What follows belongs to an exercise in optimizing a design on an open flow for small area and a short achievable clock period; a production flow would make more cautious choices.
At most, simulation tests tie the RTL to the original design; equivalence was not proved.
Only the layout flow was run in run 1; the RTL was not checked for function there.
No activity file was given, so power comes from the tool's default toggle rates.

`design/flow/flow/run.sh`:
```
#!/bin/bash
set -euo pipefail
bash standard.sh ADDER_MAP_FILE= \
  "BUFFER_PORTS_ARGS=-buffer_cell sky130_fd_sc_hd__buf_1" \
  "CTS_ARGS=-sink_clustering_enable -repair_clock_nets -dont_use_dummy_load" \
  finish > run_make.log 2>&1
```
`design/flow/standard.sh`:
```
#!/bin/bash
# synth_recipe.tcl (not shown) runs the flow's synth.tcl, then flattens the netlist and writes it again
# the make line also repeats each setting of config.mk as NAME=value (left out here)
make -C /OpenROAD-flow-scripts/flow DESIGN_CONFIG=/design/flow/config.mk WORK_HOME=/design/flow/orfs CLKGATE_MAP_FILE= SYNTH_SCRIPT=/design/flow/synth_recipe.tcl "${@:-finish}"
```
`design/flow/config.mk`:
```
export PLATFORM = sky130hd
export DESIGN_NAME = gelu_lut_module
export DESIGN_NICKNAME = gelu_lut_module
export VERILOG_FILES = /design/flow/design.v
export SDC_FILE = /design/flow/constraint.sdc
export NUM_CORES = 4
export LEC_CHECK = 0
export ABC_AREA = 1
export CAP_MARGIN = 20
export CORE_MARGIN = 2
export CORE_UTILIZATION = 40
export SETUP_SLACK_MARGIN = 2.9
export SLEW_MARGIN = 20
```
`design/flow/constraint.sdc`:
```
create_clock -name core_clock -period 5.0 [get_ports {clk}]
set_input_delay 1.0000 -clock core_clock [delete_from_list [all_inputs] [get_ports {clk}]]
set_output_delay 1.0000 -clock core_clock [all_outputs]
set_load 0.01 [all_outputs]
```
`design/flow/design.v`:
```
`timescale 1ns / 1ps
module gelu_lut_module (
    input                       clk,
    input                       rst_n,
    input                       in_valid,
    input      signed [15:0]    in_data,
    output reg                  out_valid,
    output     signed [10:0]    out_data
);
    reg         v1, s1;
    reg  [9:0]  m1;
    wire [5:0]  c;
    wire [9:0]  xa = in_data[9:0];
    wire [5:0]  pos_lo = s1 ? 6'd0 : m1[5:0];
    wire [4:0]  hi     = s1 ? 5'd0 : {1'b0, m1[9:6]};
    wire [6:0]  dlo    = {1'b0, pos_lo} - {1'b0, c};
    always @(posedge clk or negedge rst_n)
        if (!rst_n) begin v1 <= 1'b0; out_valid <= 1'b0; end
        else begin v1 <= in_valid; out_valid <= v1; end
    always @(posedge clk) begin
        s1 <= in_data[10];
        m1 <= in_data[10] ? (~xa + 10'd1) : xa;
    end
    reg  [5:0]  lo2;
    reg         b2;
    reg  [4:0]  hi2, hm2;
    always @(posedge clk) begin
        lo2 <= dlo[5:0];
        b2  <= dlo[6];
        hi2 <= hi;
        hm2 <= hi - 5'd1;
    end
    assign out_data = {b2 ? hm2 : hi2, lo2};
    gelu_c u_c (.a(m1), .y(c));
endmodule
module gelu_c (input [9:0] a, output [5:0] y);
  wire n17, n18, n19, n20, n21, n22, n23,
    n24, n25, n26, n27, n28, n29, n30, n31,
    n32, n33, n34, n35, n37, n38, n39, n40,
    n41, n42, n43, n44, n45, n46, n47, n48,
    n49, n51, n52, n53, n54, n55, n56, n57,
    n58, n59, n60, n61, n62, n63, n64, n65,
    n66, n67, n68, n69, n70, n71, n72, n73,
    n74, n75, n76, n77, n78, n79, n80, n81,
    n82, n83, n84, n85, n86, n87, n88, n89,
    n90, n91, n92, n93, n95, n96, n97, n98,
    n99, n100, n101, n102, n103, n104, n105,
    n106, n107, n108, n109, n110, n111, n112,
    n113, n114, n115, n116, n117, n118, n119,
    n120, n121, n122, n123, n124, n125, n126,
    n127, n128, n129, n130, n131, n132, n133,
    n134, n135, n137, n138, n139, n140, n141,
    n142, n143, n144, n145, n146, n147, n148,
    n149, n150, n151, n152, n153, n154, n155,
    n156, n157, n158, n159, n160, n161, n162,
    n163, n164, n165, n166, n167, n168, n169,
    n170, n171, n172, n173, n174, n175, n176,
    n177, n178, n179, n180, n181, n182, n183,
    n184, n185, n186, n187, n188, n189, n190,
    n191, n192, n193, n194, n195, n196, n197,
    n198, n199, n200, n201, n202, n203, n205,
    n206, n207, n208, n209, n210, n211, n212,
    n213, n214, n215, n216, n217, n218, n219,
    n220, n221, n222, n223, n224, n225, n226,
    n227, n228, n229, n230, n231, n232, n233,
    n234, n235, n236, n237, n238, n239, n240,
    n241, n242, n243, n244, n245, n246, n247,
    n248, n249, n250, n251, n252, n253, n254,
    n255, n256, n257, n258, n259, n260, n261,
    n262, n263, n264, n265, n266, n267, n268,
    n269, n270, n271, n272, n273, n274, n275,
    n276, n277, n278, n279, n280, n281, n282,
    n283, n284, n285, n286, n287, n288, n289,
    n290, n291, n292, n293, n294, n295, n296,
    n297, n298, n299, n300, n301;
  assign n17 = a[8] & a[7];
  assign n18 = ~a[8] & ~a[6];
  assign n19 = a[2] & a[1];
  assign n20 = ~a[3] & ~n19;
  assign n21 = a[4] & ~n20;
  assign n22 = ~a[8] & ~n21;
  assign n23 = a[1] & a[0];
  assign n24 = ~a[3] & ~n23;
  assign n25 = ~a[2] & n24;
  assign n26 = a[4] & ~n25;
  assign n27 = a[8] & n26;
  assign n28 = ~n22 & ~n27;
  assign n29 = ~a[5] & ~n28;
  assign n30 = a[8] & a[5];
  assign n31 = ~n29 & ~n30;
  assign n32 = a[6] & ~n31;
  assign n33 = ~n18 & ~n32;
  assign n34 = ~a[7] & ~n33;
  assign n35 = ~a[9] & ~n17;
  assign y[5] = ~n34 & n35;
  assign n37 = ~a[4] & n25;
  assign n38 = a[5] & ~n37;
  assign n39 = ~a[6] & ~n38;
  assign n40 = n34 & ~n39;
  assign n41 = ~a[3] & ~a[2];
  assign n42 = ~n24 & ~n41;
  assign n43 = a[4] & n42;
  assign n44 = a[8] & ~a[5];
  assign n45 = ~n43 & n44;
  assign n46 = a[6] & ~n45;
  assign n47 = a[7] & ~n18;
  assign n48 = ~n46 & n47;
  assign n49 = ~n40 & ~n48;
  assign y[4] = ~a[9] & ~n49;
  assign n51 = ~a[2] & ~a[1];
  assign n52 = ~a[0] & n51;
  assign n53 = a[3] & ~n52;
  assign n54 = a[4] & n53;
  assign n55 = a[5] & n54;
  assign n56 = ~a[7] & n18;
  assign n57 = ~n55 & n56;
  assign n58 = a[9] & ~n57;
  assign n59 = ~a[6] & ~n30;
  assign n60 = ~a[1] & ~a[0];
  assign n61 = a[2] & ~n60;
  assign n62 = ~a[3] & ~n61;
  assign n63 = ~a[4] & n62;
  assign n64 = ~a[8] & ~n63;
  assign n65 = ~a[5] & ~n64;
  assign n66 = ~a[3] & n51;
  assign n67 = a[8] & ~n66;
  assign n68 = a[4] & n67;
  assign n69 = ~a[4] & ~a[3];
  assign n70 = n52 & n69;
  assign n71 = ~n26 & ~n70;
  assign n72 = ~a[8] & ~n71;
  assign n73 = ~a[5] & ~n68;
  assign n74 = ~n72 & n73;
  assign n75 = n65 & ~n74;
  assign n76 = n59 & ~n75;
  assign n77 = ~n46 & ~n76;
  assign n78 = a[7] & ~n77;
  assign n79 = ~a[8] & ~a[4];
  assign n80 = a[3] & n61;
  assign n81 = ~a[4] & ~n80;
  assign n82 = a[8] & ~n81;
  assign n83 = ~n79 & ~n82;
  assign n84 = ~a[5] & ~n83;
  assign n85 = a[3] & ~n51;
  assign n86 = a[4] & n85;
  assign n87 = n38 & ~n86;
  assign n88 = n59 & ~n87;
  assign n89 = ~n84 & n88;
  assign n90 = ~n32 & ~n89;
  assign n91 = ~a[7] & ~n90;
  assign n92 = ~a[9] & ~n78;
  assign n93 = ~n91 & n92;
  assign y[3] = ~n58 & ~n93;
  assign n95 = n51 & n69;
  assign n96 = ~a[5] & n95;
  assign n97 = n57 & ~n96;
  assign n98 = a[9] & ~n97;
  assign n99 = ~a[4] & ~n42;
  assign n100 = n22 & ~n99;
  assign n101 = ~a[5] & ~n27;
  assign n102 = ~n100 & n101;
  assign n103 = ~a[8] & n69;
  assign n104 = ~n68 & ~n103;
  assign n105 = a[5] & ~n104;
  assign n106 = a[6] & ~n105;
  assign n107 = ~n102 & n106;
  assign n108 = ~a[5] & ~n82;
  assign n109 = n26 & ~n53;
  assign n110 = ~a[8] & a[3];
  assign n111 = ~n109 & n110;
  assign n112 = n108 & ~n111;
  assign n113 = a[3] & n19;
  assign n114 = ~a[4] & ~n113;
  assign n115 = ~n25 & n114;
  assign n116 = ~n86 & ~n115;
  assign n117 = ~a[8] & ~n116;
  assign n118 = ~n68 & ~n117;
  assign n119 = a[5] & ~n118;
  assign n120 = ~a[6] & ~n112;
  assign n121 = ~n119 & n120;
  assign n122 = ~a[7] & ~n107;
  assign n123 = ~n121 & n122;
  assign n124 = a[4] & n80;
  assign n125 = ~a[8] & ~n124;
  assign n126 = a[5] & ~n125;
  assign n127 = ~n27 & n126;
  assign n128 = ~n75 & ~n127;
  assign n129 = ~a[6] & ~n128;
  assign n130 = ~n30 & ~n65;
  assign n131 = n46 & ~n130;
  assign n132 = a[7] & ~n131;
  assign n133 = ~n129 & n132;
  assign n134 = ~a[9] & ~n123;
  assign n135 = ~n133 & n134;
  assign y[2] = n98 | n135;
  assign n137 = a[9] & ~a[7];
  assign n138 = a[6] & ~a[5];
  assign n139 = n125 & n138;
  assign n140 = a[5] & ~n54;
  assign n141 = ~a[2] & ~n23;
  assign n142 = a[3] & ~n141;
  assign n143 = a[4] & n142;
  assign n144 = ~a[8] & ~n95;
  assign n145 = ~n143 & n144;
  assign n146 = ~a[5] & ~n145;
  assign n147 = n59 & ~n140;
  assign n148 = ~n146 & n147;
  assign n149 = ~n139 & ~n148;
  assign n150 = n137 & ~n149;
  assign n151 = a[8] & n37;
  assign n152 = ~n20 & ~n113;
  assign n153 = ~n99 & n152;
  assign n154 = ~a[8] & ~n153;
  assign n155 = n101 & ~n154;
  assign n156 = a[5] & n104;
  assign n157 = ~n72 & n156;
  assign n158 = ~n155 & ~n157;
  assign n159 = ~n151 & ~n158;
  assign n160 = a[6] & ~n159;
  assign n161 = ~a[4] & a[2];
  assign n162 = a[4] & ~n62;
  assign n163 = ~n19 & n53;
  assign n164 = n162 & ~n163;
  assign n165 = ~n161 & ~n164;
  assign n166 = ~a[8] & ~n165;
  assign n167 = n108 & ~n166;
  assign n168 = a[4] & n66;
  assign n169 = ~a[0] & n66;
  assign n170 = ~a[4] & ~n169;
  assign n171 = a[8] & ~n168;
  assign n172 = ~n170 & n171;
  assign n173 = ~n41 & ~n85;
  assign n174 = a[4] & ~n173;
  assign n175 = ~a[3] & ~n141;
  assign n176 = ~n19 & ~n175;
  assign n177 = ~a[4] & ~n176;
  assign n178 = ~a[8] & ~n174;
  assign n179 = ~n177 & n178;
  assign n180 = a[5] & ~n172;
  assign n181 = ~n179 & n180;
  assign n182 = ~a[6] & ~n181;
  assign n183 = ~n167 & n182;
  assign n184 = ~a[7] & ~n183;
  assign n185 = ~n160 & n184;
  assign n186 = ~n74 & ~n127;
  assign n187 = a[8] & n95;
  assign n188 = ~n186 & ~n187;
  assign n189 = ~a[6] & ~n188;
  assign n190 = n64 & ~n162;
  assign n191 = a[3] & a[2];
  assign n192 = ~a[4] & ~n191;
  assign n193 = a[5] & ~n192;
  assign n194 = ~n190 & n193;
  assign n195 = ~n43 & ~n63;
  assign n196 = a[8] & ~n195;
  assign n197 = n65 & ~n196;
  assign n198 = a[6] & ~n194;
  assign n199 = ~n197 & n198;
  assign n200 = a[7] & ~n199;
  assign n201 = ~n189 & n200;
  assign n202 = ~a[9] & ~n185;
  assign n203 = ~n201 & n202;
  assign y[1] = n150 | n203;
  assign n205 = a[5] & n26;
  assign n206 = ~a[4] & ~n85;
  assign n207 = ~a[5] & ~n206;
  assign n208 = ~n124 & n207;
  assign n209 = ~n205 & ~n208;
  assign n210 = a[6] & ~n209;
  assign n211 = n140 & ~n206;
  assign n212 = ~n66 & n114;
  assign n213 = ~a[5] & ~n143;
  assign n214 = ~n212 & n213;
  assign n215 = ~n211 & ~n214;
  assign n216 = ~a[6] & ~n215;
  assign n217 = ~a[8] & n137;
  assign n218 = ~n210 & n217;
  assign n219 = ~n216 & n218;
  assign n220 = n81 & ~n175;
  assign n221 = a[5] & ~n109;
  assign n222 = ~n220 & n221;
  assign n223 = ~a[0] & n69;
  assign n224 = ~n19 & ~n51;
  assign n225 = ~n223 & ~n224;
  assign n226 = ~a[2] & n223;
  assign n227 = ~a[5] & ~n225;
  assign n228 = ~n226 & n227;
  assign n229 = ~a[8] & ~n228;
  assign n230 = ~n222 & n229;
  assign n231 = ~a[5] & ~n25;
  assign n232 = ~n142 & n231;
  assign n233 = ~n85 & ~n169;
  assign n234 = ~a[4] & ~n233;
  assign n235 = ~n143 & ~n168;
  assign n236 = ~n234 & n235;
  assign n237 = n87 & n236;
  assign n238 = a[8] & ~n232;
  assign n239 = ~n237 & n238;
  assign n240 = a[6] & ~n230;
  assign n241 = ~n239 & n240;
  assign n242 = ~n61 & n85;
  assign n243 = ~n60 & n174;
  assign n244 = ~n43 & ~n243;
  assign n245 = ~n242 & ~n244;
  assign n246 = ~n19 & ~n141;
  assign n247 = ~n60 & ~n246;
  assign n248 = ~a[3] & ~n247;
  assign n249 = a[3] & ~n246;
  assign n250 = ~a[4] & ~n249;
  assign n251 = ~n248 & n250;
  assign n252 = ~a[8] & ~n251;
  assign n253 = ~n245 & n252;
  assign n254 = a[8] & ~n236;
  assign n255 = ~n253 & ~n254;
  assign n256 = a[5] & ~n255;
  assign n257 = ~a[4] & ~a[1];
  assign n258 = ~a[2] & n53;
  assign n259 = a[2] & n60;
  assign n260 = n24 & ~n259;
  assign n261 = ~n113 & ~n260;
  assign n262 = ~n258 & n261;
  assign n263 = a[4] & ~n262;
  assign n264 = ~a[8] & ~n257;
  assign n265 = ~n263 & n264;
  assign n266 = n82 & n195;
  assign n267 = ~a[5] & ~n187;
  assign n268 = ~n266 & n267;
  assign n269 = ~n265 & n268;
  assign n270 = ~a[6] & ~n269;
  assign n271 = ~n256 & n270;
  assign n272 = ~a[7] & ~n241;
  assign n273 = ~n271 & n272;
  assign n274 = ~n62 & n114;
  assign n275 = ~n43 & ~n274;
  assign n276 = a[8] & ~n275;
  assign n277 = n65 & ~n276;
  assign n278 = ~n169 & n192;
  assign n279 = ~n43 & ~n278;
  assign n280 = a[8] & ~n279;
  assign n281 = ~n190 & ~n280;
  assign n282 = a[5] & ~n281;
  assign n283 = a[6] & ~n277;
  assign n284 = ~n282 & n283;
  assign n285 = n67 & ~n85;
  assign n286 = ~n53 & n170;
  assign n287 = ~a[8] & ~n26;
  assign n288 = ~n286 & n287;
  assign n289 = ~a[5] & ~n285;
  assign n290 = ~n288 & n289;
  assign n291 = n26 & ~n191;
  assign n292 = ~n66 & n206;
  assign n293 = ~n291 & ~n292;
  assign n294 = a[8] & ~n293;
  assign n295 = n126 & ~n294;
  assign n296 = ~a[6] & ~n290;
  assign n297 = ~n295 & n296;
  assign n298 = a[7] & ~n284;
  assign n299 = ~n297 & n298;
  assign n300 = ~a[9] & ~n299;
  assign n301 = ~n273 & n300;
  assign y[0] = n219 | n301;
endmodule
```
==> results of run 1 <==
metal layers:
layer  part of all wire, %  global-route usage (%)
met5                     0                       0
met3                   7.5                    4.29
met1                    40                    30.4
met4                   4.8                    9.83
met2                    47                    40.0
final timing paths:
| kind | startpoint | slack, ns | end |
|---|---|---|---|
| max reg2reg | m1[3]$_DFF_P_ | 2.84 | lo2[4]$_DFF_P_ |
| max | m1[3]$_DFF_P_ | 2.84 | lo2[4]$_DFF_P_ |
| min reg2reg | v1$_DFF_PN0_ | 0.36 | out_valid$_DFF_PN0_ |
| max in group asynchronous | rst_n | 4.39 | v1$_DFF_PN0_ |
| min in group asynchronous | rst_n | 0.49 | out_valid$_DFF_PN0_ |
| min | v1$_DFF_PN0_ | 0.36 | out_valid$_DFF_PN0_ |
layout make-up:
cell class	instances	area, sq um
Clock buffer	5	68.8
Fill cell	510	2350
Inverter	48	203
Multi-Input combinational cell	330	2050
Sequential cell	29	619
Tap cell	75	93.8
Timing Repair Buffer	54	462
cell usage in the layout (no fill, tap or decap), types with 3 or more instances in the layout:
cell / n
nand2_2: 23
xor2_1: 6
nand3_1: 42
a21oi_2: 5
clkbuf_8: 5
inv_1: 32
nand3_2: 13
nand2_1: 108
xnor2_1: 5
inv_4: 5
o21ai_0: 13
nand4_1: 3
a21oi_1: 8
nor2_2: 9
mux2_4: 4
buf_6: 8
buf_12: 3
nand3_4: 5
dfxtp_1: 18
inv_2: 7
nand2_4: 21
nor2_1: 35
nor2_4: 10
buf_4: 20
dfxtp_4: 7
buf_1: 19
state kept, by name (all words and copies together) (netlist names):
| name | cells |
|---|---|
| s1 | 1 |
| v1 | 1 |
| lo2 | 6 |
| hi2 | 4 |
| out_valid | 1 |
| hm2 | 5 |
| b2 | 1 |
| m1 | 10 |
stage by stage:
step | power [mW] | setup WS, ns | hold slack [ns]
finish | 1.09 | 2.84 | 0.362
floorplan | 0.607 | 2.93 | 0.331
global route | 1.16 | 2.71 | 0.365
CTS | 0.916 | 2.87 | 0.361
global placement | 0.697 | 2.25 | 0.342
detailed placement | 0.699 | 2.29 | 0.348
power groups by stage:
stage	Combinational, mW	Sequential (mW)	Clock [mW]
after floorplan	0.301	0.306	0
after CTS	0.431	0.317	0.168
after detailed placement	0.383	0.316	0
after global placement	0.382	0.315	0
after global routing	0.654	0.328	0.180
final	0.598	0.323	0.165
kinds of logic after synthesis:
group | count (synthesis)
AND/OR/NAND/NOR | 279
buffers and inverters | 61
XOR/XNOR | 11
multiplexers | 4
AO/OA/AOI/OAI | 36
flip-flops | 29
timing repair:
item | 4_1_cts | 5_1_grt
buffers inserted | 9 | 17
gates resized for setup | 43 | 147
endpoints found under the setup margin | 11 | 13
hold endpoints to repair | 0 | 0
hold buffers | 0 | 0
pin swaps | 3 | 47
cloned | 2 | 0
==> metrics.cfg, run 1 <==
[outcome]
outcome = no timing/DRC/antenna violations

[layout]
fin_cells = 541
postLayoutCoreUtil_pct = 59.8
area_delta_synth_final_pct = 45.9
final_area_sq_um = 3500
final_nets = 487
layout-drive-gt1-share_pct = 35.6
insertedDiodeCount = 0

[sta]
rsz0062_at_grt = yes
fin_crit_sh_pct = 43.2
hold_viol_final = 0
timing.fmax_mhz = 463
worstMarginPinSlew_ns = 0.395
fin_crit_ns = 2.16
slew_viol_final = 0
tns_ns = 0
relSlewSlack_pct = 73.6
setup_viol = 0
finClkSkew_ns = 0.0154

[logic_synthesis]
yosysMostFrequentCell = nand2_1
ys_dominant_reg_cell = dfxtp_1
ys_top_cells_by_count = nand2_1, nand3_1, nor2_1, inv_1, dfxtp_1
synth-edff-count = 0
synth_xor_area_share_pct = 4.02
yosysSeqAreaShare_pct = 24.6
synth-seq-cells = 29
synthAdderAreaFrac_pct = 0
ys_top_cells_by_area = nand2_1, dfxtp_1, nand3_1
ys_types = 34
synth_nets = 439
synthSimpleGateAreaFrac_pct = 50.6
yosysTopAreaCell = nand2_1
syn_inst = 420
synthesis.area_sq_um = 2400
synth_top_area_share_pct = 22.9
yosysWarnings = 1
avgSynthCellArea_sq_um = 5.71
synthMuxAreaShare_pct = 1.88
synth_top_family_by_area = simple AND/OR/NAND/NOR gates
async_flop_share_pct = 6.90
synth_compound_area_share_pct = 8.14

[setup_path]
cp_cell_sequence = buf_6, nor2_4, buf_12, a21oi_4, nand2_2, a21oi_2, nor2_2, nor2_2, nor2_2, nand2_2, nand2_2, nand2_4, nand3_2, nand2_2, nand2_2, nand3b_1, nand2_1
r2r_cells = 17
crit_type = reg2reg
endpoint_kind = flop
max_stage_delay_ns = 0.42
slowest_stage = dfxtp_4
start_kind = flop
cp_top_family = simple AND/OR/NAND/NOR gates
crit_fanout = 6
worstPathArrival_ns = 2.33
critPathBufInv = 2
cpMostUsedCell = nand2_2
cp_num_cells = 17
required_ns = 5.18

[pwr]
p_sw_mw = 0.475
leakagePower_nw = 1.68
power.share.switching_pct = 43.7
vdd_drop_max_mv = 0.217
pwr-share-comb_pct = 55.1
seqPwrFrac_pct = 29.7
intPower_mw = 0.611
p_per_area_nw_per_um2 = 311
clkPwrFrac_pct = 15.2

[floorplan]
initial_core_util_pct = 41.0
fp.dieArea_sq_um = 6630
dieWidth_um = 81.4
dieHeight_um = 81.4
num_io_pins = 31
rows = 28
core_area_sq_um = 5850

[route]
drt-total-wl_um = 8040
drt-wirelength-per-cell_um = 14.9
drc = 0
ant_nets = 0
dr.first_iter.drc_count = 273
vias = 2982
vias_per_cell = 5.51
dr.pass1.iters = 5

[min_path]
hold_class = reg2reg
worstHoldPathCells = 0

[grt]
first_global_vias = 2661
grt_use_total_pct = 24.0
grt.overflow.total = 0
grt_max_degree = 21
grt_pass1_wl_um = 12300
antenna_found_initial = 0

[clock_network]
cts_htree_levels = 2
insertion_delay_ns = 0.28
numCtsBuffers = 5
cts_tree = done
max-clock-path-buffers = 2
root_buffer = clkbuf_8
clock-sinks = 29
path_clk_slew_ns = 0.06

[placed_design]
routabilityCongestion = 0.932
dpl-instance-area_sq_um = 2520
port_buffers = 25
placedCellCount = 508
dp.final_hpwl_um = 5030

[flow_run]
max_cap_violations = 0

==> run 2, diff against run 1 <==
--- a/design/flow/design.v
+++ b/design/flow/design.v
@@ -11,6 +11,11 @@
     reg  [9:0]  m1;
     wire [5:0]  c;
     wire [9:0]  xa = in_data[9:0];
+    wire [9:0]  lowor;
+    genvar gi;
+    generate for (gi = 0; gi < 10; gi = gi + 1) begin : g_or
+        assign lowor[gi] = |xa[gi:0];
+    end endgenerate
     wire [5:0]  pos_lo = s1 ? 6'd0 : m1[5:0];
     wire [4:0]  hi     = s1 ? 5'd0 : {1'b0, m1[9:6]};
     wire [6:0]  dlo    = {1'b0, pos_lo} - {1'b0, c};
@@ -19,7 +24,7 @@
         else begin v1 <= in_valid; out_valid <= v1; end
     always @(posedge clk) begin
         s1 <= in_data[10];
-        m1 <= in_data[10] ? (~xa + 10'd1) : xa;
+        m1 <= xa ^ ({10{in_data[10]}} & {lowor[8:0], 1'b0});
     end
     reg  [5:0]  lo2;
     reg         b2;
--- a/design/flow/config.mk
+++ b/design/flow/config.mk
@@ -9,5 +9,4 @@
 export CAP_MARGIN = 20
 export CORE_MARGIN = 2
 export CORE_UTILIZATION = 40
-export SETUP_SLACK_MARGIN = 2.9
 export SLEW_MARGIN = 20
==> run 2 against run 1 <==
Sequential share of layout area rose by 5.6 points. Die area down 1.7%. Global-route usage is 2.1 points lower. Synthesized cell count decreased by 1.7%. Critical endpoint is now b2$_DFF_P_. Area after synthesis is 1.8% lower. Clock power about the same. Register-to-register slack got worse by 0.87 ns. First-iteration DRC count fell by 0.37%. Cell area is 28% lower. Combinational power shrank 37%.
==> metrics.cfg, run 2 <==
[setup_path]
worstPathArrival_ns = 3.19  ; +0.86 ns
worstReg2RegEnd = b2$_DFF_P_
timing.rr.start = m1[8]$_DFF_P_
crit_type = reg2reg
endpoint = b2$_DFF_P_
crit_path_start = m1[8]$_DFF_P_
start_kind = flop
crit_fanout = 23  ; +17
required_ns = 5.16  ; -0.02 ns
regToRegSetupSlack_ns = 1.97  ; -0.87 ns
endpoint_kind = flop
r2r_cells = 14  ; -3

[grt]
use_met1_pct = 30.0  ; -0.44 points
grt_use_total_pct = 21.9  ; -2.1 points
busiest_layer = met2
grt_pass1_wl_um = 11200  ; -9.0%
gr-usage-met2_pct = 35.2  ; -4.8 points
antenna_found_initial = 0  ; unchanged
use_met3_pct = 3.82  ; -0.47 points
first_global_vias = 2381  ; -11%
grt.overflow.total = 0  ; unchanged
grt_max_degree = 24  ; +14%

[logic_synthesis]
yosysMostFrequentCell = nand2_1
syn_inst = 413  ; -1.7%
ys_dominant_reg_cell = dfxtp_1
avgSynthCellArea_sq_um = 5.70  ; -0.16%
synth-edff-count = 0  ; unchanged
async_flop_share_pct = 6.90  ; unchanged
yosysSeqAreaShare_pct = 25.1  ; +0.46 points
synth_top_area_share_pct = 24.6  ; +1.7 points
ys_top_cells_by_count = nand2_1, nand3_1, nor2_1, inv_1, dfxtp_1
yosysTopAreaCell = nand2_1
ys_types = 30  ; -12%
synth-seq-cells = 29  ; unchanged
synth_nets = 432  ; -1.6%
synthesis.area_sq_um = 2350  ; -1.8%
yosysWarnings = 1  ; unchanged
ys_top_cells_by_area = nand2_1, dfxtp_1, nand3_1

[route]
drc = 0  ; unchanged
vias = 2616  ; -12%
vias_per_cell = 5.22  ; -5.3%
drt-wirelength-per-cell_um = 12.7  ; -15%
ant_nets = 0  ; unchanged
dr.pass1.iters = 5  ; unchanged
dr.first_iter.drc_count = 272  ; -0.37%
drt-total-wl_um = 6360  ; -21%

[clock_network]
clock-sinks = 29  ; unchanged
path_clk_slew_ns = 0.06  ; about the same
numCtsBuffers = 5  ; unchanged
insertion_delay_ns = 0.27  ; about the same
hold_buffers = 0  ; unchanged
cts_tree = done
post-cts-setup-buffer-count = 0  ; -9
cts_htree_levels = 2  ; unchanged
max-clock-path-buffers = 2  ; unchanged
root_buffer = clkbuf_8
cts.repair.resized = 0  ; -100%

[floorplan]
dieHeight_um = 80.7  ; -0.87%
fp.dieArea_sq_um = 6510  ; -1.7%
num_io_pins = 31  ; unchanged
rows = 27  ; -3.6%
core_area_sq_um = 5610  ; -4.1%
dieWidth_um = 80.7  ; -0.87%
initial_core_util_pct = 42.0  ; +0.99 points

[placed_design]
routabilityCongestion = 0.918  ; -1.5%
port_buffers = 25  ; unchanged
dp.final_hpwl_um = 4920  ; -2.1%

[layout]
final_cell_mix = nand2_1, nand3_1, nor2_1, inv_1, dfxtp_1
final_common_cell = nand2_1
layout-drive-gt1-share_pct = 5.59  ; -30 points
reg.largest.list = m1: 10 flops, lo2: 6 flops, hm2: 5 flops
fill_cells = 660  ; +29%
insertedDiodeCount = 0  ; unchanged
regMostFlops = m1
final_nets = 450  ; -7.6%
largest_reg_flops = 10  ; unchanged
area_delta_synth_final_pct = 7.71

[outcome]
outcome = no timing/DRC/antenna violations

[sta]
fin_crit_ns = 3.03  ; +0.871 ns
finClkSkew_ns = 0.0152  ; -0.000183 ns
fin_crit_sh_pct = 60.6  ; +17 points
hold_ws_ns = 0.363  ; +0.00116 ns
timing.fmax_mhz = 330  ; -29%
hold_viol_final = 0  ; unchanged
setup_viol = 0  ; unchanged
worstMarginPinSlew_ns = 0.810  ; +0.415 ns
slew_viol_final = 0  ; unchanged
relSlewSlack_pct = 45.9  ; -28 points
tns_ns = 0  ; unchanged
rsz0062_at_grt = no

[min_path]
hold_class = reg2reg

[pwr]
vdd_drop_max_mv = 0.200  ; -7.7%
p_per_area_nw_per_um2 = 337  ; +8.5%
leakagePower_nw = 1.29  ; -23%

[flow_run]
max_cap_violations = 0  ; unchanged

-- run 2: where the power goes --
| part | leakage [nW] | switching (mW) | total, mW | internal, mW |
|---|---|---|---|---|
| registers | 0.251 | 0.0428 | 0.315 | 0.272 |
| clock network | 0.0359 | 0.0757 | 0.165 | 0.0890 |
| logic | 1.01 | 0.244 | 0.374 | 0.131 |
-- run 2: final cells by class --
type	count	area, sq um	area share (%)
inverters	39	146	5.77
repair buffers	25	93.8	3.70
well taps	72	90.1	3.55
multi-input cells	331	1550	61.0
clock buffers	5	68.8	2.71
flip-flops and latches	29	591	23.3
-- run 2: logic make-up after synthesis --
family	count (synthesis)	synth area share, %
simple gates	278	50.6
buf+inv	53	9.25
compound gates	37	8.72
flops	29	25.1
xor+xnor	12	4.47
mux	4	1.91
-- run 2: worst max-delay path, stage by stage, from the launching register on --
cell	delay, ns
dfxtp_1	0.84
inv_1	0.50
nand2_1	0.22
o21ai_1	0.11
nand3b_1	0.20
nand3_1	0.13
inv_1	0.05
nor2_1	0.10
nand2_1	0.09
nand3b_1	0.13
nand2_1	0.12
nor2_1	0.18
nand2_1	0.07
a21oi_1	0.12
nor3_1	0.06
-- run 2: worst min path at each step --
stage / startpoint / end / slack (ns) / cells after the start
2_1_floorplan: v1$_DFF_PN0_ / out_valid$_DFF_PN0_ / 0.33 / 0
3_3_place_gp: v1$_DFF_PN0_ / out_valid$_DFF_PN0_ / 0.34 / 0
3_5_place_dp: v1$_DFF_PN0_ / out_valid$_DFF_PN0_ / 0.34 / 0
4_1_cts: v1$_DFF_PN0_ / out_valid$_DFF_PN0_ / 0.36 / 0
5_1_grt: v1$_DFF_PN0_ / out_valid$_DFF_PN0_ / 0.37 / 0
6_report: v1$_DFF_PN0_ / out_valid$_DFF_PN0_ / 0.36 / 0
-- run 2: stage by stage --
step	setup slack (ns)	area [sq um]	power, mW	cells	util (%)
floorplan	2.90	2350	0.600	413	-
global placement	2.00	2470	0.688	496	44.0
detailed placement	2.03	2470	0.690	496	44.0
CTS	2.03	2530	0.858	501	45.2
global route	1.58	2530	0.936	501	45.2
finish	1.97	2530	0.854	501	45.2
-- run 2: routing by layer --
| metal | vias to the layer above | routed length [um] | share of wire, % |
|---|---|---|---|
| li1 | 1354 | - | - |
| met1 | 1138 | 2970 | 47 |
| met2 | 115 | 2780 | 44 |
| met3 | 9 | 502 | 7.9 |
| met4 | 0 | 112 | 1.8 |
| met5 | - | 0 | 0 |
==> run 3, diff against run 2 <==
--- a/design/flow/config.mk
+++ b/design/flow/config.mk
@@ -6,7 +6,7 @@
 export NUM_CORES = 4
 export LEC_CHECK = 0
 export ABC_AREA = 1
-export CAP_MARGIN = 20
+export CAP_MARGIN = 70
 export CORE_MARGIN = 2
 export CORE_UTILIZATION = 40
-export SLEW_MARGIN = 20
+export SLEW_MARGIN = 70
==> run 3 against run 2 <==
Via count down 0.15%. Worst hold slack better by 0.00090 ns. Critical endpoint unchanged. Die area unchanged. Sequential share of layout area up 0.37 points. Critical path depth down 1. Fmax up 26%. Synthesized cell count unchanged. Core utilization up 0.25 points. Count of clock-buffer cells in the layout unchanged. Global-route usage down 0.24 points.
==> metrics.cfg, run 3 <==
[clock_network]
max-clock-path-buffers = 2  ; unchanged
post-cts-setup-buffer-count = 0  ; unchanged
cts_htree_levels = 2  ; unchanged
cts_tree = done
cts.repair.resized = 0  ; unchanged
path_clk_slew_ns = 0.06  ; about the same
insertion_delay_ns = 0.28  ; about the same
root_buffer = clkbuf_8
hold_buffers = 0  ; unchanged
clock-sinks = 29  ; unchanged
numCtsBuffers = 5  ; unchanged

[layout]
largest_reg_flops = 10  ; unchanged
final_common_cell = nand2_1
insertedDiodeCount = 0  ; unchanged
reg.largest.list = m1: 10 flops, lo2: 6 flops, hm2: 5 flops
final_nets = 450  ; unchanged
area_delta_synth_final_pct = 8.29
final_cell_mix = nand2_1, nand3_1, nor2_1, inv_1, buf_1
regMostFlops = m1
fin_cells = 501  ; unchanged
layout-drive-gt1-share_pct = 7.69  ; +2.1 points

[setup_path]
worstReg2RegEnd = b2$_DFF_P_
crit_fanout = 19  ; -17%
start_kind = flop
r2r_cells = 13  ; -1
crit_type = reg2reg
required_ns = 5.16  ; about the same
endpoint_kind = flop
worstPathArrival_ns = 2.57  ; -0.62 ns
timing.rr.start = m1[5]$_DFF_P_
regToRegSetupSlack_ns = 2.60  ; +0.63 ns

[sta]
tns_ns = 0  ; unchanged
hold_ws_ns = 0.364  ; +0.000897 ns
fin_crit_sh_pct = 48.1  ; -13 points
worstMarginPinSlew_ns = 0.369  ; -0.441 ns
rsz0062_at_grt = no
fin_crit_ns = 2.40  ; -0.626 ns
slew_viol_final = 0  ; unchanged
relSlewSlack_pct = 75.3  ; +29 points
hold_viol_final = 0  ; unchanged
finClkSkew_ns = 0.0169  ; +0.00164 ns
timing.fmax_mhz = 416  ; +26%
setup_viol = 0  ; unchanged

[route]
dr.pass1.iters = 5  ; unchanged
ant_nets = 0  ; unchanged
vias = 2612  ; -0.15%
drt-wirelength-per-cell_um = 12.6  ; -0.80%
drt-total-wl_um = 6310  ; -0.80%
vias_per_cell = 5.21  ; -0.15%
drc = 0  ; unchanged
dr.first_iter.drc_count = 223  ; -18%

[logic_synthesis]
yosysTopAreaCell = nand2_1
ys_types = 30  ; unchanged
syn_inst = 413  ; unchanged
synth_nets = 432  ; unchanged
ys_top_cells_by_area = nand2_1, dfxtp_1, nand3_1
yosysSeqAreaShare_pct = 25.1  ; unchanged
yosysMostFrequentCell = nand2_1
synth-edff-count = 0  ; unchanged
yosysWarnings = 1  ; unchanged
ys_top_cells_by_count = nand2_1, nand3_1, nor2_1, inv_1, dfxtp_1
synth_top_area_share_pct = 24.6  ; unchanged
avgSynthCellArea_sq_um = 5.70  ; unchanged
synthesis.area_sq_um = 2350  ; unchanged
async_flop_share_pct = 6.90  ; unchanged
ys_dominant_reg_cell = dfxtp_1
synth-seq-cells = 29  ; unchanged

[grt]
first_global_vias = 2421  ; +1.7%
antenna_found_initial = 0  ; unchanged
grt_max_degree = 24  ; unchanged
grt_use_total_pct = 21.6  ; -0.24 points
grt.overflow.total = 0  ; unchanged
grt_pass1_wl_um = 11100  ; -0.38%

[min_path]
worstHoldPathCells = 0  ; unchanged
min_to = out_valid$_DFF_PN0_
min_from = v1$_DFF_PN0_
hold_class = reg2reg

[outcome]
outcome = no timing/DRC/antenna violations

[flow_run]
max_cap_violations = 0  ; unchanged

[floorplan]
dieWidth_um = 80.7  ; unchanged
rows = 27  ; unchanged
initial_core_util_pct = 42.0  ; unchanged
fp.dieArea_sq_um = 6510  ; unchanged
num_io_pins = 31  ; unchanged
core_area_sq_um = 5610  ; unchanged
dieHeight_um = 80.7  ; unchanged

[placed_design]
dp.final_hpwl_um = 4800  ; -2.4%
placedCellCount = 496  ; unchanged
routabilityCongestion = 0.918  ; unchanged
port_buffers = 25  ; unchanged

[pwr]
leakagePower_nw = 1.29  ; about the same
vdd_drop_max_mv = 0.170  ; -15%
p_per_area_nw_per_um2 = 336  ; -0.35%

-- run 3: cell families (layout without fill, tap and decap cells) --
group,after synthesis,in the layout,synth area share (%)
AND/OR/NAND/NOR,278,278,50.6
buffers and inverters,53,69,9.25
AO/OA/AOI/OAI,37,37,8.72
flip-flops,29,29,25.1
XOR/XNOR,12,12,4.47
multiplexers,4,4,1.91
-- run 3: critical path, stage by stage (launching register included) --
cell and delay, ns:
dfxtp_2 0.53, clkinv_2 0.34, nor2_1 0.33, nand2_1 0.10, nand3_1 0.09, nand3_1 0.08, nand3_1 0.16, nand2_1 0.08
nand2_2 0.09, nand2_1 0.10, nor2_1 0.15, nand2_1 0.07, a21oi_1 0.12, nor3_1 0.06
-- run 3: how the worst max path moves through the flow --
stage / startpoint / endpoint / slack [ns] / depth (start not counted)
2_1_floorplan: in_data[1] / m1[9]$_DFF_P_ / 2.90 / 7
3_3_place_gp: m1[8]$_DFF_P_ / lo2[5]$_DFF_P_ / 2.00 / 16
3_5_place_dp: m1[6]$_DFF_P_ / b2$_DFF_P_ / 2.60 / 13
4_1_cts: m1[2]$_DFF_P_ / lo2[4]$_DFF_P_ / 2.61 / 19
5_1_grt: m1[5]$_DFF_P_ / lo2[5]$_DFF_P_ / 2.33 / 15
6_report: m1[5]$_DFF_P_ / b2$_DFF_P_ / 2.60 / 13
-- run 3: layout make-up --
type                    instances  area (sq um)
well taps                      72          90.1
inverters                      39           148
clock buffers                   5          68.8
fillers                       624          3060
repair buffers                 25          93.8
flip-flops and latches         29           603
multi-input cells             331          1550
-- run 3: per-layer routing --
metal  global-route usage (%)  part of all wire, %  vias up  wire, um
li1                         -                    -     1362         -
met1                     30.1                   47     1130      2940
met2                     33.5                   44      106      2780
met3                     3.60                  7.0       14       443
met4                     8.14                  2.3        0       147
met5                        0                    0        -         0
-- run 3: stage by stage --
stage | instance area (sq um) | setup slack [ns] | total power, mW | util (%)
floorplan | 2350 | 2.90 | 0.600 | -
global placement | 2470 | 2.00 | 0.688 | 44.0
detailed placement | 2470 | 2.60 | 0.690 | 44.1
CTS | 2540 | 2.61 | 0.861 | 45.4
global route | 2550 | 2.33 | 0.939 | 45.4
finish | 2550 | 2.60 | 0.856 | 45.4
-- run 3: report_power, final --
part	switching (mW)	leakage, nW	internal [mW]
Sequential	0.0435	0.251	0.274
Clock	0.0761	0.0359	0.0890
Combinational	0.243	1.01	0.131
Total	0.362	1.29	0.494
==> run 4, diff against run 3 <==
--- a/design/flow/config.mk
+++ b/design/flow/config.mk
@@ -6,7 +6,7 @@
 export NUM_CORES = 4
 export LEC_CHECK = 0
 export ABC_AREA = 1
-export CAP_MARGIN = 70
+export CAP_MARGIN = 85
 export CORE_MARGIN = 2
 export CORE_UTILIZATION = 40
-export SLEW_MARGIN = 70
+export SLEW_MARGIN = 85
==> run 4 against run 3 <==
Critical endpoint is now lo2[4]$_DFF_P_. Wire length is 3.4% higher. Critical path type unchanged. Core utilization is 3.0 points higher. Non-clock buffer count is 5 higher. Die area stayed put. Power is 3.5% higher. Still clean on timing, DRC and antenna.
==> metrics.cfg, run 4 <==
[floorplan]
num_io_pins = 31  ; unchanged
core_area_sq_um = 5610  ; unchanged
fp.dieArea_sq_um = 6510  ; unchanged
dieWidth_um = 80.7  ; unchanged
rows = 27  ; unchanged
dieHeight_um = 80.7  ; unchanged
initial_core_util_pct = 42.0  ; unchanged

[logic_synthesis]
async_flop_share_pct = 6.90  ; unchanged
synth-edff-count = 0  ; unchanged
yosysTopAreaCell = nand2_1
ys_top_cells_by_count = nand2_1, nand3_1, nor2_1, inv_1, dfxtp_1
synth-seq-cells = 29  ; unchanged
synth_nets = 432  ; unchanged
ys_top_cells_by_area = nand2_1, dfxtp_1, nand3_1
synthesis.area_sq_um = 2350  ; unchanged
yosysWarnings = 1  ; unchanged
yosysSeqAreaShare_pct = 25.1  ; unchanged
ys_dominant_reg_cell = dfxtp_1
ys_types = 30  ; unchanged
syn_inst = 413  ; unchanged
avgSynthCellArea_sq_um = 5.70  ; unchanged
yosysMostFrequentCell = nand2_1
synth_top_area_share_pct = 24.6  ; unchanged

[layout]
final_common_cell = nand2_1
reg.largest.list = m1: 10 flops, lo2: 6 flops, hm2: 5 flops
regMostFlops = m1
layout-drive-gt1-share_pct = 14.5  ; +6.8 points
final_nets = 455  ; +1.1%
final_cell_mix = nand2_1, nand3_1, nor2_1, inv_1, buf_1
area_delta_synth_final_pct = 15.4
largest_reg_flops = 10  ; unchanged
fin_cells = 506  ; +1.0%
insertedDiodeCount = 0  ; unchanged
fill_cells = 630  ; +0.96%

[sta]
timing.fmax_mhz = 434  ; +4.3%
worst_slack_ns = 2.70  ; +0.0999 ns
setup_viol = 0  ; unchanged
finClkSkew_ns = 0.0133  ; -0.00356 ns
fin_crit_sh_pct = 46.1  ; -2.0 points
worstMarginPinSlew_ns = 0.222  ; -0.147 ns
hold_viol_final = 0  ; unchanged
rsz0062_at_grt = no
tns_ns = 0  ; unchanged
fin_crit_ns = 2.30  ; -0.0999 ns
relSlewSlack_pct = 85.2  ; +9.8 points
slew_viol_final = 0  ; unchanged

[route]
drt-total-wl_um = 6520  ; +3.4%
vias_per_cell = 5.35  ; +2.5%
drt-wirelength-per-cell_um = 12.9  ; +2.4%
vias = 2705  ; +3.6%
drc = 0  ; unchanged
dr.first_iter.drc_count = 210  ; -5.8%
dr.pass1.iters = 5  ; unchanged
ant_nets = 0  ; unchanged

[pwr]
vdd_drop_max_mv = 0.168  ; -1.4%
p_per_area_nw_per_um2 = 326  ; -2.9%
leakagePower_nw = 1.34  ; +3.6%

[grt]
grt_pass1_wl_um = 11200  ; +0.19%
grt.overflow.total = 0  ; unchanged
first_global_vias = 2376  ; -1.9%
grt_use_total_pct = 21.8  ; +0.15 points
antenna_found_initial = 0  ; unchanged
grt_max_degree = 17  ; -29%

[setup_path]
start_kind = flop
crit_type = reg2reg
worstPathArrival_ns = 2.48  ; -0.09 ns
crit_fanout = 15  ; -4
endpoint_kind = flop
required_ns = 5.17  ; about the same

[clock_network]
cts_htree_levels = 2  ; unchanged
hold_buffers = 0  ; unchanged
post-cts-setup-buffer-count = 0  ; unchanged
path_clk_slew_ns = 0.06  ; about the same
root_buffer = clkbuf_8
insertion_delay_ns = 0.28  ; about the same
clock-sinks = 29  ; unchanged
cts.repair.resized = 0  ; unchanged
max-clock-path-buffers = 2  ; unchanged
numCtsBuffers = 5  ; unchanged
cts_tree = done

[placed_design]
dp_slack_ns = 2.75  ; +0.147 ns
port_buffers = 25  ; unchanged
routabilityCongestion = 0.918  ; unchanged
dp.final_hpwl_um = 4980  ; +3.7%
placedCellCount = 500  ; +0.81%

[min_path]
hold_class = reg2reg

[outcome]
outcome = no timing/DRC/antenna violations

[flow_run]
max_cap_violations = 0  ; unchanged

==> run 4: cell counts after synthesis <==
Identical to the previous run, type by type.
==> run 4: area by class of cell <==
cell class / instances / area, sq um / share of cell area, %
multi-input cells: 331 / 1630 / 60.0
repair buffers: 30 / 145 / 5.34
well taps: 72 / 90.1 / 3.32
clock buffers: 5 / 68.8 / 2.53
inverters: 39 / 160 / 5.90
flip-flops and latches: 29 / 623 / 22.9
==> run 4: per-layer routing <==
metal,track usage (%),vias up,share of wire (%)
li1,-,1374,-
met1,29.9,1203,46
met2,33.9,115,45
met3,3.71,13,6.5
met4,8.81,0,2.1
met5,0,-,0
==> run 4: final timing paths <==
| path | from | end | cells past startpoint | slack, ns |
|---|---|---|---|---|
| worst max register to register | m1[4]$_DFF_P_ | lo2[4]$_DFF_P_ | 18 | 2.70 |
| worst max-delay path | m1[4]$_DFF_P_ | lo2[4]$_DFF_P_ | 18 | 2.70 |
| max in group asynchronous | rst_n | v1$_DFF_PN0_ | 1 | 4.38 |
| worst min register to register | v1$_DFF_PN0_ | out_valid$_DFF_PN0_ | 0 | 0.36 |
| worst min-delay path | v1$_DFF_PN0_ | out_valid$_DFF_PN0_ | 0 | 0.36 |
| min in group asynchronous | rst_n | out_valid$_DFF_PN0_ | 1 | 0.50 |
==> run 4: metrics by stage <==
stage	hold slack, ns	power, mW	area [sq um]	util [%]
2_1_floorplan	0.331	0.600	2350	-
3_3_place_gp	0.341	0.688	2470	44.0
3_5_place_dp	0.338	0.713	2610	46.6
4_1_cts	0.362	0.881	2680	47.8
5_1_grt	0.365	0.967	2720	48.4
6_report	0.359	0.886	2720	48.4
==> run 4: cell families after synthesis <==
| kind of cell | after synthesis | share of synthesized area, % |
|---|---|---|
| compound gates | 37 | 8.72 |
| buf+inv | 53 | 9.25 |
| flops | 29 | 25.1 |
| xor+xnor | 12 | 4.47 |
| mux | 4 | 1.91 |
| simple gates | 278 | 50.6 |
==> run 4: critical path: stages, from the launching register on <==
cell and delay (ns):
dfxtp_4 0.44, buf_4 0.22, inv_4 0.11, nand2_1 0.16
inv_2 0.04, nand2_1 0.05, nand2_1 0.05, a21oi_1 0.12
nor2_1 0.06, nor2_1 0.19, nor2_1 0.06, nand2_1 0.08
nand2_1 0.07, nand2_2 0.12, nand3_2 0.11, nand2_1 0.10
nand2_1 0.07, nand3b_1 0.08, nand2_1 0.05
==> run 4: power by group <==
part | internal, mW | switching [mW] | leakage, nW | total, mW
clock network | 0.0891 | 0.0770 | 0.0359 | 0.166
registers | 0.275 | 0.0373 | 0.253 | 0.312
logic | 0.145 | 0.263 | 1.05 | 0.408
total | 0.509 | 0.377 | 1.34 | 0.886
==> run 5, diff against run 4 <==
--- a/design/flow/config.mk
+++ b/design/flow/config.mk
@@ -6,7 +6,7 @@
 export NUM_CORES = 4
 export LEC_CHECK = 0
 export ABC_AREA = 1
-export CAP_MARGIN = 85
+export CAP_MARGIN = 95
 export CORE_MARGIN = 2
 export CORE_UTILIZATION = 40
-export SLEW_MARGIN = 85
+export SLEW_MARGIN = 95
==> run 5 against run 4 <==
The flow now stops in 3_5_place_dp. Synthesized cell count unchanged. Area after synthesis unchanged.
==> metrics.cfg, run 5 <==
[logic_synthesis]
synth-edff-count = 0  ; unchanged
synth_nets = 432  ; unchanged
synth-seq-cells = 29  ; unchanged
yosysSeqAreaShare_pct = 25.1  ; unchanged
ys_types = 30  ; unchanged
ys_top_cells_by_area = nand2_1, dfxtp_1, nand3_1
synth_top_area_share_pct = 24.6  ; unchanged
syn_inst = 413  ; unchanged
ys_top_cells_by_count = nand2_1, nand3_1, nor2_1, inv_1, dfxtp_1
yosysWarnings = 1  ; unchanged
synthesis.area_sq_um = 2350  ; unchanged
yosysTopAreaCell = nand2_1
yosysMostFrequentCell = nand2_1
async_flop_share_pct = 6.90  ; unchanged
avgSynthCellArea_sq_um = 5.70  ; unchanged
ys_dominant_reg_cell = dfxtp_1

[floorplan]
initial_core_util_pct = 42.0  ; unchanged
dieWidth_um = 80.7  ; unchanged
dieHeight_um = 80.7  ; unchanged
rows = 27  ; unchanged
num_io_pins = 31  ; unchanged

[outcome]
tool.error = [ERROR DPL-0038] Utilization greater than 100%, impossible to legalize
outcome = stopped before the end
lastStage = 3_5_place_dp

[placed_design]
routabilityCongestion = 0.918  ; unchanged
port_buffers = 25  ; unchanged

run 5: cell counts after synthesis:
No cell type changed its count.
run 5: power groups by stage:
stage / sequential [mW] / clock [mW] / combinational [mW]
after global placement: 0.320 / 0 / 0.368
after floorplan: 0.304 / 0 / 0.297
run 5: cell families after synthesis:
| family | synth area share (%) |
|---|---|
| AND/OR/NAND/NOR | 50.6 |
| buffers and inverters | 9.25 |
| AO/OA/AOI/OAI | 8.72 |
| flip-flops | 25.1 |
| XOR/XNOR | 4.47 |
| multiplexers | 1.91 |
run 5: worst min-delay path by stage:
| stage | start | end | slack (ns) | depth (start not counted) |
|---|---|---|---|---|
| 2_1_floorplan | v1$_DFF_PN0_ | out_valid$_DFF_PN0_ | 0.33 | 0 |
| 3_3_place_gp | v1$_DFF_PN0_ | out_valid$_DFF_PN0_ | 0.34 | 0 |
run 5: stage by stage:
| step | instances | area [sq um] | setup WS (ns) | power [mW] | hold WS (ns) |
|---|---|---|---|---|---|
| after floorplan | 413 | 2350 | 2.90 | 0.600 | 0.331 |
| after global placement | 496 | 2470 | 2.00 | 0.688 | 0.341 |
==> run 6, diff against run 5 <==
--- a/design/flow/config.mk
+++ b/design/flow/config.mk
@@ -6,7 +6,8 @@
 export NUM_CORES = 4
 export LEC_CHECK = 0
 export ABC_AREA = 1
-export CAP_MARGIN = 95
+export CAP_MARGIN = 70
 export CORE_MARGIN = 2
-export CORE_UTILIZATION = 40
-export SLEW_MARGIN = 95
+export CORE_UTILIZATION = 70
+export PLACE_DENSITY = 0.8
+export SLEW_MARGIN = 70
==> run 6 against run 5 <==
Now clean on timing, DRC and antenna. Synthesized cell count unchanged. Area after synthesis unchanged.
==> metrics.cfg, run 6 <==
[layout]
final_nets = 450
seq_area_sq_um = 601
regMostFlops = m1
fill_cells = 309
final_common_cell = nand2_1
insertedDiodeCount = 0
final_cell_mix = nand2_1, nand3_1, nor2_1, inv_1, buf_1
fin_cells = 475
layout-drive-gt1-share_pct = 7.69
reg.largest.list = m1: 10 flops, lo2: 6 flops, hm2: 5 flops
multi_input_area_sq_um = 1550
area_delta_synth_final_pct = 5.48
largest_reg_flops = 10

[logic_synthesis]
synth-edff-count = 0  ; unchanged
yosysSeqAreaShare_pct = 25.1  ; unchanged
ys_top_cells_by_count = nand2_1, nand3_1, nor2_1, inv_1, dfxtp_1
synthesis.area_sq_um = 2350  ; unchanged
synth_nets = 432  ; unchanged
yosysTopAreaCell = nand2_1
avgSynthCellArea_sq_um = 5.70  ; unchanged
synth-seq-cells = 29  ; unchanged
syn_inst = 413  ; unchanged
ys_types = 30  ; unchanged
yosysWarnings = 1  ; unchanged
async_flop_share_pct = 6.90  ; unchanged
yosysMostFrequentCell = nand2_1
ys_top_cells_by_area = nand2_1, dfxtp_1, nand3_1
synth_top_area_share_pct = 24.6  ; unchanged
ys_dominant_reg_cell = dfxtp_1

[sta]
timing.fmax_mhz = 407
setup_viol = 0
finClkSkew_ns = 0.0214
fin_crit_ns = 2.46
fin_crit_sh_pct = 49.1
rsz0062_at_grt = no
worstMarginPinSlew_ns = 0.424
tns_ns = 0
slew_viol_final = 0
hold_ws_ns = 0.369
relSlewSlack_pct = 71.7
hold_viol_final = 0

[placed_design]
port_buffers = 25  ; unchanged
placedCellCount = 470
routabilityCongestion = 1.04  ; +13%
dp.final_hpwl_um = 4730

[clock_network]
clock-sinks = 29
post-cts-setup-buffer-count = 0
cts.repair.resized = 0
path_clk_slew_ns = 0.09
numCtsBuffers = 5
max-clock-path-buffers = 2
cts_htree_levels = 2
cts_tree = done
hold_buffers = 0
insertion_delay_ns = 0.33
root_buffer = clkbuf_4

[pwr]
vdd_drop_max_mv = 0.249
leakagePower_nw = 1.28
p_per_area_nw_per_um2 = 327

[grt]
first_global_vias = 2368
grt_use_total_pct = 35.7
grt_max_degree = 24
grt.overflow.total = 0
grt_pass1_wl_um = 10100
antenna_found_initial = 0

[setup_path]
worstPathArrival_ns = 2.68
endpoint_kind = flop
crit_fanout = 19
required_ns = 5.23
start_kind = flop
crit_type = reg2reg

[floorplan]
rows = 21  ; -22%
num_io_pins = 31  ; unchanged
fp.dieArea_sq_um = 3840
dieHeight_um = 62.0  ; -23%
core_area_sq_um = 3280
dieWidth_um = 62.0  ; -23%
initial_core_util_pct = 71.7  ; +30 points

[route]
vias_per_cell = 5.83
dr.first_iter.drc_count = 335
vias = 2767
dr.pass1.iters = 5
drc = 0
drt-wirelength-per-cell_um = 13.3
drt-total-wl_um = 6300
ant_nets = 0

[outcome]
outcome = no timing/DRC/antenna violations

[min_path]
hold_class = reg2reg

[flow_run]
max_cap_violations = 0

run 6: cell counts after synthesis:
No cell type changed its count.
run 6: cells by family after synthesis:
logic type      share of synthesized area, %
compound gates                          8.72
xor+xnor                                4.47
buf+inv                                 9.25
flops                                   25.1
mux                                     1.91
simple gates                            50.6
run 6: final timing paths:
kind | cells past startpoint | end | slack (ns) | startpoint
worst max-delay path | 13 | b2$_DFF_P_ | 2.54 | m1[5]$_DFF_P_
worst min-delay path | 0 | out_valid$_DFF_PN0_ | 0.37 | v1$_DFF_PN0_
worst max register to register | 13 | b2$_DFF_P_ | 2.54 | m1[5]$_DFF_P_
worst min register to register | 0 | out_valid$_DFF_PN0_ | 0.37 | v1$_DFF_PN0_
max in group asynchronous | 1 | v1$_DFF_PN0_ | 4.45 | rst_n
min in group asynchronous | 1 | out_valid$_DFF_PN0_ | 0.43 | rst_n
run 6: per-stage QoR:
step	util (%)	power, mW	worst slack, ns	area [sq um]
final	75.6	0.811	2.54	2480
after CTS	75.4	0.805	2.57	2480
after global routing	75.6	0.880	2.32	2480
after floorplan	-	0.600	2.90	2350
after detailed placement	74.3	0.690	2.56	2440
after global placement	74.1	0.677	2.08	2430
run 6: report_power, final:
part	switching, mW	total [mW]	internal, mW
registers	0.0459	0.319	0.273
clock network	0.0689	0.116	0.0466
logic	0.246	0.376	0.131
run 6: worst max-delay path, stage by stage, from the launching register on:
cell and delay [ns]:
dfxtp_2 0.54, clkinv_2 0.33, nor2_1 0.30, nor2_1 0.08, nand3_1 0.14, inv_1 0.05
nor2_1 0.10, nand2_1 0.09, nand3b_1 0.15, nand2_1 0.14, nor2_1 0.17, nand2_1 0.07
a21oi_1 0.12, nor3_1 0.07
run 6: routing by layer:
| layer | track usage [%] | wire length, um | vias up |
|---|---|---|---|
| li1 | - | - | 1358 |
| met1 | 44.4 | 2520 | 1232 |
| met2 | 58.0 | 2950 | 156 |
| met3 | 10.4 | 681 | 21 |
| met4 | 14.3 | 144 | 0 |
| met5 | 0 | 0 | - |
run 6: layout make-up:
cell class	count	area share (%)
multi-input combinational	331	62.2
sequential	29	24.2
timing repair buffer	25	3.78
tap	46	2.32
inverter	39	5.95
clock buffer	5	1.51
==> run 7, diff against run 6 <==
--- a/design/flow/config.mk
+++ b/design/flow/config.mk
@@ -8,6 +8,6 @@
 export ABC_AREA = 1
 export CAP_MARGIN = 70
 export CORE_MARGIN = 2
-export CORE_UTILIZATION = 70
-export PLACE_DENSITY = 0.8
+export CORE_UTILIZATION = 40
+export SETUP_SLACK_MARGIN = 2.9
 export SLEW_MARGIN = 70
==> run 7 against run 6 <==
Core utilization down 19 points. Count of clock-buffer cells in the layout unchanged. Cell area up 28%. Still clean. Die area up 70%. Clock skew down 0.0032 ns. Largest cell class unchanged. Wire length up 15%.
==> metrics.cfg, run 7 <==
[outcome]
outcome = no timing/DRC/antenna violations

[route]
dr.first_iter.drc_count = 319  ; -4.8%
drc = 0  ; unchanged
drt-wirelength-per-cell_um = 13.9  ; +4.5%
drt-total-wl_um = 7250  ; +15%
vias = 2833  ; +2.4%
ant_nets = 0  ; unchanged
vias_per_cell = 5.42  ; -7.0%
dr.pass1.iters = 5  ; unchanged

[pwr]
finalPower_mw = 1.01  ; +25%
power.share.switching_pct = 43.1  ; -1.3 points
leakagePower_nw = 1.53  ; +20%
seqPwrFrac_pct = 31.7  ; -7.7 points
clkPwrFrac_pct = 16.3  ; +2.1 points
intPower_mw = 0.576  ; +28%
vdd_drop_max_mv = 0.178  ; -28%
p_sw_mw = 0.436  ; +21%
p_per_area_nw_per_um2 = 319  ; -2.4%
pwr-share-comb_pct = 52.0  ; +5.6 points

[clock_network]
max-clock-path-buffers = 2  ; unchanged
path_clk_slew_ns = 0.06  ; -0.03 ns
numCtsBuffers = 5  ; unchanged
root_buffer = clkbuf_8
cts_tree = done
hold_buffers = 0  ; unchanged
insertion_delay_ns = 0.28  ; -0.05 ns
clock-sinks = 29  ; unchanged
cts_htree_levels = 2  ; unchanged

[setup_path]
cp_top_family = flip-flops
crit_fanout = 5  ; -14
cp_cell_sequence = mux2_4, buf_6
required_ns = 4.00  ; -1.23 ns
endpoint_kind = primary output
max_stage_delay_ns = 0.39  ; -0.15 ns
worstPathArrival_ns = 1.09  ; -1.59 ns
crit_type = reg2out
start_kind = flop
critPathBufInv = 1  ; -1
slowest_stage = dfxtp_4

[sta]
slew_viol_final = 0  ; unchanged
fin_crit_ns = 2.09  ; -0.362 ns
finClkSkew_ns = 0.0181  ; -0.00323 ns
fin_crit_sh_pct = 41.9  ; -7.2 points
relSlewSlack_pct = 74.2  ; +2.5 points
rsz0062_at_grt = yes
worstMarginPinSlew_ns = 0.386  ; -0.0385 ns
setup_viol = 0  ; unchanged
tns_ns = 0  ; unchanged
hold_viol_final = 0  ; unchanged
timing.fmax_mhz = 478  ; +17%

[logic_synthesis]
ys_types = 30  ; unchanged
synth_top_area_share_pct = 24.6  ; unchanged
synth_top_family_by_area = simple AND/OR/NAND/NOR gates
async_flop_share_pct = 6.90  ; unchanged
avgSynthCellArea_sq_um = 5.70  ; unchanged
synthAdderAreaFrac_pct = 0  ; unchanged
synth_compound_area_share_pct = 8.72  ; unchanged
yosysWarnings = 1  ; unchanged
ys_dominant_reg_cell = dfxtp_1
synth_xor_area_share_pct = 4.47  ; unchanged
yosysSeqAreaShare_pct = 25.1  ; unchanged
synth_nets = 432  ; unchanged
synth-seq-cells = 29  ; unchanged
yosysTopAreaCell = nand2_1
synthesis.area_sq_um = 2350  ; unchanged
synthMuxAreaShare_pct = 1.91  ; unchanged
syn_inst = 413  ; unchanged
yosysMostFrequentCell = nand2_1
ys_top_cells_by_area = nand2_1, dfxtp_1, nand3_1
synthSimpleGateAreaFrac_pct = 50.6  ; unchanged
ys_top_cells_by_count = nand2_1, nand3_1, nor2_1, inv_1, dfxtp_1
synth-edff-count = 0  ; unchanged

[layout]
final_common_cell = nand2_1
area_delta_synth_final_pct = 34.8
layout-drive-gt1-share_pct = 29.0  ; +21 points
regMostFlops = m1
final_nets = 472  ; +4.9%
final_cell_mix = nand2_1, nand3_1, nor2_1, nand2_2, inv_1
reg.largest.list = m1: 10 flops, lo2: 6 flops, hm2: 5 flops
largest_reg_flops = 10  ; unchanged
insertedDiodeCount = 0  ; unchanged

[grt]
use_met3_pct = 3.93  ; -6.4 points
gr-usage-met2_pct = 36.0  ; -22 points
grt_max_degree = 20  ; -17%
antenna_found_initial = 0  ; unchanged
busiest_layer = met2
grt_pass1_wl_um = 11600  ; +15%
grt.overflow.total = 0  ; unchanged
first_global_vias = 2540  ; +7.3%
grt_use_total_pct = 22.5  ; -13 points
use_met1_pct = 30.4  ; -14 points

[floorplan]
dieWidth_um = 80.7  ; +30%
core_area_sq_um = 5610  ; +71%
num_io_pins = 31  ; unchanged
dieHeight_um = 80.7  ; +30%
initial_core_util_pct = 42.0  ; -30 points
fp.dieArea_sq_um = 6510  ; +70%
rows = 27  ; +29%

[placed_design]
dp.final_hpwl_um = 4800  ; +1.5%
routabilityCongestion = 0.918  ; -11%
port_buffers = 25  ; unchanged

[min_path]
hold_class = reg2reg

[flow_run]
max_cap_violations = 0  ; unchanged

[run 7: kinds of logic (layout without fill, tap and decap cells)]
logic type / count (synthesis) / in the layout
and+or+nand+nor: 278 / 278
AOI/OAI and AO/OA: 37 / 37
muxes: 4 / 4
xor gates and xnor gates: 12 / 12
DFF: 29 / 29
buffers and inverters: 53 / 91
[run 7: final timing paths]
check / start / to / slack (ns) / depth (start not counted)
min reg2reg: v1$_DFF_PN0_ / out_valid$_DFF_PN0_ / 0.36 / 0
min in group asynchronous: rst_n / out_valid$_DFF_PN0_ / 0.50 / 1
max: b2$_DFF_P_ / out_data[9] / 2.91 / 2
max in group asynchronous: rst_n / v1$_DFF_PN0_ / 4.38 / 1
min: v1$_DFF_PN0_ / out_valid$_DFF_PN0_ / 0.36 / 0
max reg2reg: m1[3]$_DFF_P_ / b2$_DFF_P_ / 2.91 / 16
[run 7: layer usage]
metal / share of wire (%) / vias to the layer above
met2: 46 / 162
met1: 42 / 1238
li1: - / 1407
met4: 3.2 / 0
met5: 0 / -
met3: 8.6 / 26
[run 7: cell type report]
| type | instances | area [sq um] |
|---|---|---|
| repair buffers | 47 | 305 |
| fillers | 562 | 2430 |
| multi-input cells | 331 | 1910 |
| flip-flops and latches | 29 | 622 |
| inverters | 39 | 179 |
| clock buffers | 5 | 68.8 |
| well taps | 72 | 90.1 |
[run 7: per-stage QoR]
stage / utilization [%] / area, sq um / cells / setup WS (ns) / hold WS (ns)
global placement: 44.0 / 2470 / 496 / 2.00 / 0.341
global route: 56.6 / 3170 / 523 / 2.72 / 0.365
floorplan: - / 2350 / 413 / 2.90 / 0.331
CTS: 47.2 / 2650 / 505 / 2.88 / 0.364
detailed placement: 44.1 / 2470 / 496 / 2.60 / 0.340
finish: 56.6 / 3170 / 523 / 2.91 / 0.364
[run 7: worst register-to-register path: stages, from the launching register on]
cell and delay (ns):
dfxtp_4 0.44, nor2_4 0.06, buf_12 0.14, nand2_4 0.11
inv_2 0.06, nand2_2 0.07, nand3_2 0.08, nand2_1 0.07
o21ai_1 0.06, nor2_1 0.15, nand2_2 0.08, nand3b_1 0.17
nand2_4 0.10, nor2_2 0.15, nand2_1 0.06, a21oi_1 0.12
nor3_1 0.05
[run 7: timing repair]
action	in CTS	in global routing
pin swaps	3	19
gates resized for setup	30	110
endpoints found under the setup margin	10	11
buffers inserted	4	18
[run 7: power groups by stage]
stage | clock [mW] | sequential, mW | combinational, mW
detailed placement | 0 | 0.321 | 0.369
CTS | 0.173 | 0.316 | 0.393
global route | 0.184 | 0.326 | 0.583
finish | 0.165 | 0.320 | 0.527
floorplan | 0 | 0.304 | 0.297
global placement | 0 | 0.320 | 0.368

[separate check: timing with driven ports]
How much do the figures lean on ideal ports? The routed layouts below were timed once more, with nothing changed but the port constraints.
Step 1 sets driving cells, clkbuf_16 on the clock port and buf_2 on the other inputs (assumed; they add their load-dependent delay and slew).
Step 2, shift: input delay + t, output delay - t, t = (earliest + latest rising clock arrival at the registers) / 2. This alone moves slack from input paths to output paths.
a / b / c = no drivers / after step 1 / after step 2; a / b = the first two.
run	t, ns	setup slack, ns	latest minus earliest clock arrival (ns)
run 1	0.306	2.842 / 2.842 / 2.638	0.016 / 0.015
run 2	0.296	1.971 / 1.971 / 1.971	0.016 / 0.016
run 3	0.294	2.597 / 2.597 / 2.597	0.017 / 0.017
run 4	0.298	2.697 / 2.697 / 2.697	0.013 / 0.014
run 6	0.348	2.545 / 2.545 / 2.545	0.021 / 0.022
run 7	0.295	2.906 / 2.879 / 2.763	0.018 / 0.018
After both steps setup and hold are still met in every run listed. For run 1, which loses most, drivers alone change the setup slack by 0.000 ns; drivers and shift together by -0.204 ns.
